Source: an optimization exercise on an open RTL-to-GDS flow (aim: small area). Production flows keep margins and buffers that such runs may drop. The RTL was checked by simulation tests, not by an equivalence proof against the original design. Power figures rest on the tool's default switching activity, not on a simulated workload.

==> flow/design.v <==
module jt34070_aoi222(
    input  a0, b0, a1, b1, a2, b2,
    output y
);
assign y = ~((a0 & b0) | (a1 & b1) | (a2 & b2));
endmodule
module jt34070_nand3(
    input  a, b, c,
    output y
);
assign y = ~(a & b & c);
endmodule
module jt34070_nor2(
    input  a, b,
    output y
);
assign y = ~(a | b);
endmodule
module jt34070_nand2(
    input  a, b,
    output y
);
assign y = ~(a & b);
endmodule
module jt34070_hold(
    input  en, hold, d, q,
    output y
);
assign y = (en & d) | (hold & q);
endmodule
module jt34070_oai21(
    input  a, b, c,
    output y
);
assign y = ~((a | b) & c);
endmodule
module jt34070_inv(
    input  a,
    output y
);
assign y = ~a;
endmodule
module jt34070_colbit(
    input  [5:0] n,
    input        en, hold, q,
    output       y
);
wire x0, x1, ld_n, hd_n;
jt34070_nand3  u_x0( .a(n[0]), .b(n[1]), .c(n[2]), .y(x0) );
jt34070_nand3  u_x1( .a(n[3]), .b(n[4]), .c(n[5]), .y(x1) );
jt34070_oai21  u_ld( .a(x0), .b(x1), .c(en), .y(ld_n) );
jt34070_nand2  u_hd( .a(hold), .b(q), .y(hd_n) );
jt34070_nand2  u_y ( .a(ld_n), .b(hd_n), .y(y) );
endmodule
module jt34070_hold3(
    input  ea, a, eb, b, hold, q,
    output y
);
wire y_n;
jt34070_aoi222 u_ao( .a0(ea), .b0(a), .a1(eb), .b1(b), .a2(hold), .b2(q), .y(y_n) );
jt34070_inv    u_y ( .a(y_n), .y(y) );
endmodule
module jt34070_cnt0(
    input  one, en, f, hold, q,
    output y
);
assign y = one | (en & f) | (hold & q);
endmodule
module jt34070(
    input            rst,
    input            clk,
    input            cen,
    output reg       cen2d,      
    input            mode,
    input            dataen,
    input            dump,       
    output reg       xat,
    input      [3:0] din_a,      
    input      [3:0] din_b,      
    output reg [3:0] red,
    output reg [3:0] green,
    output reg [3:0] blue
);
reg  [223:0] pal;            
reg  [ 4:0] ldst;            
reg  [ 3:0] dlhi;            
reg  [ 3:0] amux;            
reg         rdokl, phase;
wire        rdok, wr;
wire [ 7:0] wdata;           
wire [ 5:0] wdath;           
wire [31:0] wen, whold;
wire [ 3:0] wlo_n;           
wire [ 7:0] whi_n;
wire [ 3:0] amux_n;
wire [ 3:0] plo_n, phi_n;    
wire [15:0] asel;
wire [13:0] rd_n0;           
wire        e12;
wire        col_en, col_hold, xat_en, xat_hold, dl_en, dl_hold;
wire        am_ea, am_eb, am_hold;
wire [223:0] pal_nx;
wire [ 3:0] dlhi_nx, amux_nx;
wire [11:0] col_nx;
wire        xat_nx;
wire [ 4:0] ldst_nx;
wire        ld_fb, wr_inc, wr_one, ld_hold;
assign rdok  = !mode && !dataen;
assign wr    = cen & rdok & ~rst;
assign wdata = { din_a, din_b };
assign wdath = { din_a[2:1], din_b };
function [4:0] ld_state;
    input integer k;
    integer i;
    reg [4:0] s;
    begin
        s = 5'd0;
        for( i=0; i<k; i=i+1 )
            s = { s[3:0], s[4] ^ s[2] ^ (s[3:0]==4'd0) };
        ld_state = s;
    end
endfunction
genvar gi, gj;
generate
    for( gi=0; gi<4; gi=gi+1 ) begin : wlo
        jt34070_nand3 u( .a(wr), .b(ldst[0]==gi[0]), .c(ldst[1]==gi[1]), .y(wlo_n[gi]) );
    end
    for( gi=0; gi<8; gi=gi+1 ) begin : whi
        jt34070_nand3 u( .a(ldst[2]==gi[0]), .b(ldst[3]==gi[1]), .c(ldst[4]==gi[2]),
            .y(whi_n[gi]) );
    end
    for( gi=0; gi<32; gi=gi+1 ) begin : wdec
        localparam [4:0] S = ld_state(gi);
        jt34070_nor2 u( .a(wlo_n[S[1:0]]), .b(whi_n[S[4:2]]), .y(wen[gi]) );
        jt34070_nor2 v( .a(wen[gi]), .b(rst), .y(whold[gi]) );
    end
endgenerate
generate
    for( gi=0; gi<16; gi=gi+1 ) begin : pent
        for( gj=0; gj<14; gj=gj+1 ) begin : pbit
            if( gj<8 ) begin : lo
                jt34070_hold u( .en(wen[2*gi+1]), .hold(whold[2*gi+1]), .d(wdata[gj]),
                    .q(pal[14*gi+gj]), .y(pal_nx[14*gi+gj]) );
            end else begin : hi
                jt34070_hold u( .en(wen[2*gi]), .hold(whold[2*gi]), .d(wdath[gj-8]),
                    .q(pal[14*gi+gj]), .y(pal_nx[14*gi+gj]) );
            end
        end
    end
endgenerate
always @(posedge clk) pal <= pal_nx;
assign amux_n = ~amux;
generate
    for( gi=0; gi<4; gi=gi+1 ) begin : rpre
        jt34070_nand2 ulo( .a(gi[0] ? amux[0] : amux_n[0]), .b(gi[1] ? amux[1] : amux_n[1]),
            .y(plo_n[gi]) );
        jt34070_nand2 uhi( .a(gi[0] ? amux[2] : amux_n[2]), .b(gi[1] ? amux[3] : amux_n[3]),
            .y(phi_n[gi]) );
    end
    for( gi=0; gi<16; gi=gi+1 ) begin : rdec
        jt34070_nor2 u( .a(plo_n[gi%4]), .b(phi_n[gi/4]), .y(asel[gi]) );
    end
endgenerate
assign col_en   = ~rst & cen & dataen & ~e12;
assign col_hold = ~rst & ( ~cen | (dataen & e12) );
assign xat_en   = ~rst & cen & dataen;
assign xat_hold = ~rst & ~( cen & dataen );
assign dl_en    = ~rst & cen & phase;
assign dl_hold  = ~rst & ~( cen & phase );
assign am_ea    = dl_en;
assign am_eb    = ~rst & cen & ~phase;
assign am_hold  = ~rst & ~cen;
generate
    for( gi=0; gi<14; gi=gi+1 ) begin : rd_bit
        wire [5:0] n;  
        for( gj=0; gj<5; gj=gj+1 ) begin : rd_grp
            jt34070_aoi222 u_aoi(
                .a0( asel[3*gj  ] ), .b0( pal[14*(3*gj  )+gi] ),
                .a1( asel[3*gj+1] ), .b1( pal[14*(3*gj+1)+gi] ),
                .a2( asel[3*gj+2] ), .b2( pal[14*(3*gj+2)+gi] ),
                .y ( n[gj] )
            );
        end
        jt34070_nand2 u_last( .a(asel[15]), .b(pal[14*15+gi]), .y(n[5]) );
        if( gi<12 ) begin : col
            jt34070_colbit u( .n(n), .en(col_en), .hold(col_hold),
                .q( gi<4 ? blue[gi%4] : gi<8 ? green[gi%4] : red[gi%4] ), .y(col_nx[gi]) );
        end
        if( gi==12 ) begin : rep
            assign e12 = ~&n;
        end
        if( gi==13 ) begin : xa
            jt34070_colbit u( .n(n), .en(xat_en), .hold(xat_hold), .q(xat), .y(xat_nx) );
        end
    end
    for( gi=0; gi<4; gi=gi+1 ) begin : dl
        jt34070_hold u( .en(dl_en), .hold(dl_hold), .d(din_a[gi]), .q(dlhi[gi]), .y(dlhi_nx[gi]) );
        jt34070_hold3 v( .ea(am_ea), .a(din_b[gi]), .eb(am_eb), .b(dlhi[gi]), .hold(am_hold),
            .q(amux[gi]), .y(amux_nx[gi]) );
    end
endgenerate
assign wr_inc  = wr & rdokl;
assign wr_one  = wr & ~rdokl;
assign ld_hold = ~( wr | rst );
assign ld_fb   = ldst[4] ^ ldst[2] ^ ( ldst[3:0]==4'd0 );
jt34070_cnt0 u_cnt0( .one(wr_one), .en(wr_inc), .f(ld_fb), .hold(ld_hold), .q(ldst[0]),
    .y(ldst_nx[0]) );
generate
    for( gi=1; gi<5; gi=gi+1 ) begin : cnt
        jt34070_hold u( .en(wr_inc), .hold(ld_hold), .d(ldst[gi-1]), .q(ldst[gi]),
            .y(ldst_nx[gi]) );
    end
endgenerate
always @(posedge clk) begin
    cen2d <= ~phase & cen;
    { red, green, blue } <= col_nx;
    xat    <= xat_nx;
    dlhi   <= dlhi_nx;
    amux   <= amux_nx;
    ldst   <= ldst_nx;
end
always @(posedge clk) begin
    if( rst ) begin
        rdokl <= 0;
        phase <= 0;
    end else if(cen) begin
        rdokl <= rdok;
        phase <= ~phase;
    end
end
endmodule
export LEC_CHECK = 0
export CAP_MARGIN = 20
export CORE_MARGIN = 2
export CORE_UTILIZATION = 80
export CTS_BUF_LIST = sky130_fd_sc_hd__clkbuf_8
export CTS_CLUSTER_DIAMETER = 50
export CTS_CLUSTER_SIZE = 20
export GPL_TIMING_DRIVEN = 0
export SLEW_MARGIN = 20
export SYNTH_HIERARCHICAL = 1
create_clock -name core_clock -period 5.0 [get_ports {clk}]
standard.sh (not shown) runs the stock make flow with config.mk's settings and CLKGATE_MAP_FILE= SYNTH_SCRIPT=/design/flow/synth_recipe.tcl, a recipe that flattens the netlist after the stock synthesis.
==> flow/flow/run.sh <==
#!/bin/bash
set -euo pipefail
export BUFFER_PORTS_ARGS="-buffer_cell sky130_fd_sc_hd__buf_1"
export CTS_ARGS="-sink_clustering_enable -repair_clock_nets -sink_clustering_size 20 -sink_clustering_max_diameter 50 -buf_list sky130_fd_sc_hd__clkbuf_8 -root_buf sky130_fd_sc_hd__clkbuf_4 -tree_buf sky130_fd_sc_hd__clkbuf_4 -dont_use_dummy_load"
RES=orfs/results/${FLOW_PLATFORM}/jt34070/base
bash standard.sh synth > make_synth.log 2>&1
cp $RES/1_2_yosys.v $RES/1_2_yosys.orig.v
python3 flow/downsize.py ${FLOW_HOME}/platforms/${FLOW_PLATFORM}/lib/sky130_fd_sc_hd__tt_025C_1v80.lib $RES/1_2_yosys.v > downsize.log 2>&1
touch $RES/1_2_yosys.v
bash standard.sh finish > make_finish.log 2>&1
==> flow/flow/downsize.py <==
#!/usr/bin/env python3
"""Swap each combinational cell of a synthesized netlist for the smallest-area
cell of the same family (same function and pins, other drive strength).
Registers and clock cells are left as synthesis made them.
usage: downsize.py LIBERTY NETLIST"""
import re
import sys

lib_path, net_path = sys.argv[1], sys.argv[2]
lib = open(lib_path).read()
cells = {}
for m in re.finditer(r'\n\s*cell\s*\(\s*"?(\w+)"?\s*\)\s*\{', lib):
    name = m.group(1)
    end = lib.find('\n    cell (', m.end())
    body = lib[m.end():end if end > 0 else len(lib)]
    area = float(re.search(r'area\s*:\s*([\d.]+)', body).group(1))
    pins = tuple(sorted(set(re.findall(r'\bpin\s*\(\s*"?(\w+)"?\s*\)', body))))
    seq = ' ff ' in body or 'ff (' in body or 'latch (' in body or 'statetable' in body
    cells[name] = (area, pins, seq)

keep = re.compile(r'__(clk|dly|tap|fill|decap|conb|probe|lpflow|diode|mux2i)')
fam = {}
for name, (area, pins, seq) in cells.items():
    m = re.match(r'(sky130_fd_sc_hd__\w+?)_(\d+)$', name)
    if m and not seq and not keep.search(name):
        fam.setdefault((m.group(1), pins), []).append((area, name))

def best(name):
    if name not in cells:
        return name
    area, pins, seq = cells[name]
    m = re.match(r'(sky130_fd_sc_hd__\w+?)_(\d+)$', name)
    if seq or not m or keep.search(name):
        return name
    cands = fam.get((m.group(1), pins), [])
    a, n = min(cands, default=(area, name))
    return n if a < area else name

net = open(net_path).read()
count = 0
def sub(m):
    global count
    new = best(m.group(2))
    if new != m.group(2):
        count += 1
    return m.group(1) + new + m.group(3)
net = re.sub(r'(^\s*)(sky130_fd_sc_hd__\w+)(\s)', sub, net, flags=re.M)
open(net_path, 'w').write(net)
print(f"downsized {count} cells")
The starting point went through all stages and came out clean.
Rerun with:
--- a/flow/design.v
+++ b/flow/design.v
@@ -49,18 +49,10 @@
 jt34070_nand3  u_x0( .a(n[0]), .b(n[1]), .c(n[2]), .y(x0) );
 jt34070_nand3  u_x1( .a(n[3]), .b(n[4]), .c(n[5]), .y(x1) );
 jt34070_oai21  u_ld( .a(x0), .b(x1), .c(en), .y(ld_n) );
 jt34070_nand2  u_hd( .a(hold), .b(q), .y(hd_n) );
 jt34070_nand2  u_y ( .a(ld_n), .b(hd_n), .y(y) );
-endmodule
-module jt34070_hold3(
-    input  ea, a, eb, b, hold, q,
-    output y
-);
-wire y_n;
-jt34070_aoi222 u_ao( .a0(ea), .b0(a), .a1(eb), .b1(b), .a2(hold), .b2(q), .y(y_n) );
-jt34070_inv    u_y ( .a(y_n), .y(y) );
 endmodule
 module jt34070_cnt0(
     input  one, en, f, hold, q,
     output y
 );
@@ -82,27 +74,27 @@
     output reg [3:0] blue
 );
 reg  [223:0] pal;            
 reg  [ 4:0] ldst;            
 reg  [ 3:0] dlhi;            
-reg  [ 3:0] amux;            
+reg  [ 3:0] amux_n;          
 reg         rdokl, phase;
 wire        rdok, wr;
 wire [ 7:0] wdata;           
 wire [ 5:0] wdath;           
 wire [31:0] wen, whold;
 wire [ 3:0] wlo_n;           
 wire [ 7:0] whi_n;
-wire [ 3:0] amux_n;
+wire [ 3:0] amux;
 wire [ 3:0] plo_n, phi_n;    
 wire [15:0] asel;
 wire [13:0] rd_n0;           
 wire        e12;
 wire        col_en, col_hold, xat_en, xat_hold, dl_en, dl_hold;
 wire        am_ea, am_eb, am_hold;
 wire [223:0] pal_nx;
-wire [ 3:0] dlhi_nx, amux_nx;
+wire [ 3:0] dlhi_nx, amux_n_nx;
 wire [11:0] col_nx;
 wire        xat_nx;
 wire [ 4:0] ldst_nx;
 wire        ld_fb, wr_inc, wr_one, ld_hold;
 assign rdok  = !mode && !dataen;
@@ -147,11 +139,11 @@
             end
         end
     end
 endgenerate
 always @(posedge clk) pal <= pal_nx;
-assign amux_n = ~amux;
+assign amux = ~amux_n;
 generate
     for( gi=0; gi<4; gi=gi+1 ) begin : rpre
         jt34070_nand2 ulo( .a(gi[0] ? amux[0] : amux_n[0]), .b(gi[1] ? amux[1] : amux_n[1]),
             .y(plo_n[gi]) );
         jt34070_nand2 uhi( .a(gi[0] ? amux[2] : amux_n[2]), .b(gi[1] ? amux[3] : amux_n[3]),
@@ -193,12 +185,12 @@
             jt34070_colbit u( .n(n), .en(xat_en), .hold(xat_hold), .q(xat), .y(xat_nx) );
         end
     end
     for( gi=0; gi<4; gi=gi+1 ) begin : dl
         jt34070_hold u( .en(dl_en), .hold(dl_hold), .d(din_a[gi]), .q(dlhi[gi]), .y(dlhi_nx[gi]) );
-        jt34070_hold3 v( .ea(am_ea), .a(din_b[gi]), .eb(am_eb), .b(dlhi[gi]), .hold(am_hold),
-            .q(amux[gi]), .y(amux_nx[gi]) );
+        jt34070_aoi222 v( .a0(am_ea), .b0(din_b[gi]), .a1(am_eb), .b1(dlhi[gi]),
+            .a2(am_hold), .b2(amux[gi]), .y(amux_n_nx[gi]) );
     end
 endgenerate
 assign wr_inc  = wr & rdokl;
 assign wr_one  = wr & ~rdokl;
 assign ld_hold = ~( wr | rst );
@@ -214,11 +206,11 @@
 always @(posedge clk) begin
     cen2d <= ~phase & cen;
     { red, green, blue } <= col_nx;
     xat    <= xat_nx;
     dlhi   <= dlhi_nx;
-    amux   <= amux_nx;
+    amux_n <= amux_n_nx;
     ldst   <= ldst_nx;
 end
 always @(posedge clk) begin
     if( rst ) begin
         rdokl <= 0;
Effect: The new run passed the timing, DRC and antenna checks. Power went down slightly. Count of clock-buffer cells in the layout goes down by 1. Worst setup slack is worse by 0.082 ns. Hold slack hardly moves. Global-route usage came out higher by 0.55 points. Clock power went down by a few percent. Wire length goes down slightly. Synthesized cell count shrinks slightly. Register-to-register slack improved by 0.04 ns. Die area is about the same. Sequential power stays flat.

afterwards: timing with drivers on the ports:
The results above use ideal ports. As a check the final layouts listed here were re-extracted and re-timed, cells and wires unchanged.
Step 1 (the two cells are an assumption about what drives the block):
set clk [get_ports {clk}]
set_driving_cell -lib_cell sky130_fd_sc_hd__clkbuf_16 $clk
set_driving_cell -lib_cell sky130_fd_sc_hd__buf_2 [delete_from_list [all_inputs] $clk]
Step 2 adds t to the input delays and takes it off the output delays; t is the mean of the earliest and latest rising clock arrival at the registers after step 1. Input paths then give back, and output paths get back, about the clock's delay inside the block.
Three values: ideal ports, drivers, drivers and shift; two values: the first two.
run	t, ns	setup WS [ns]	hold slack, ns
the first run	0.638	1.004 / 1.019 / 0.381	0.441 / 0.441 / 0.441
the second run	0.623	0.922 / 0.937 / 0.315	0.443 / 0.443 / 0.443
After both steps setup and hold are still met in every run listed. For the first run, which loses most, drivers alone change the setup slack by +0.015 ns; drivers and shift together by -0.623 ns.
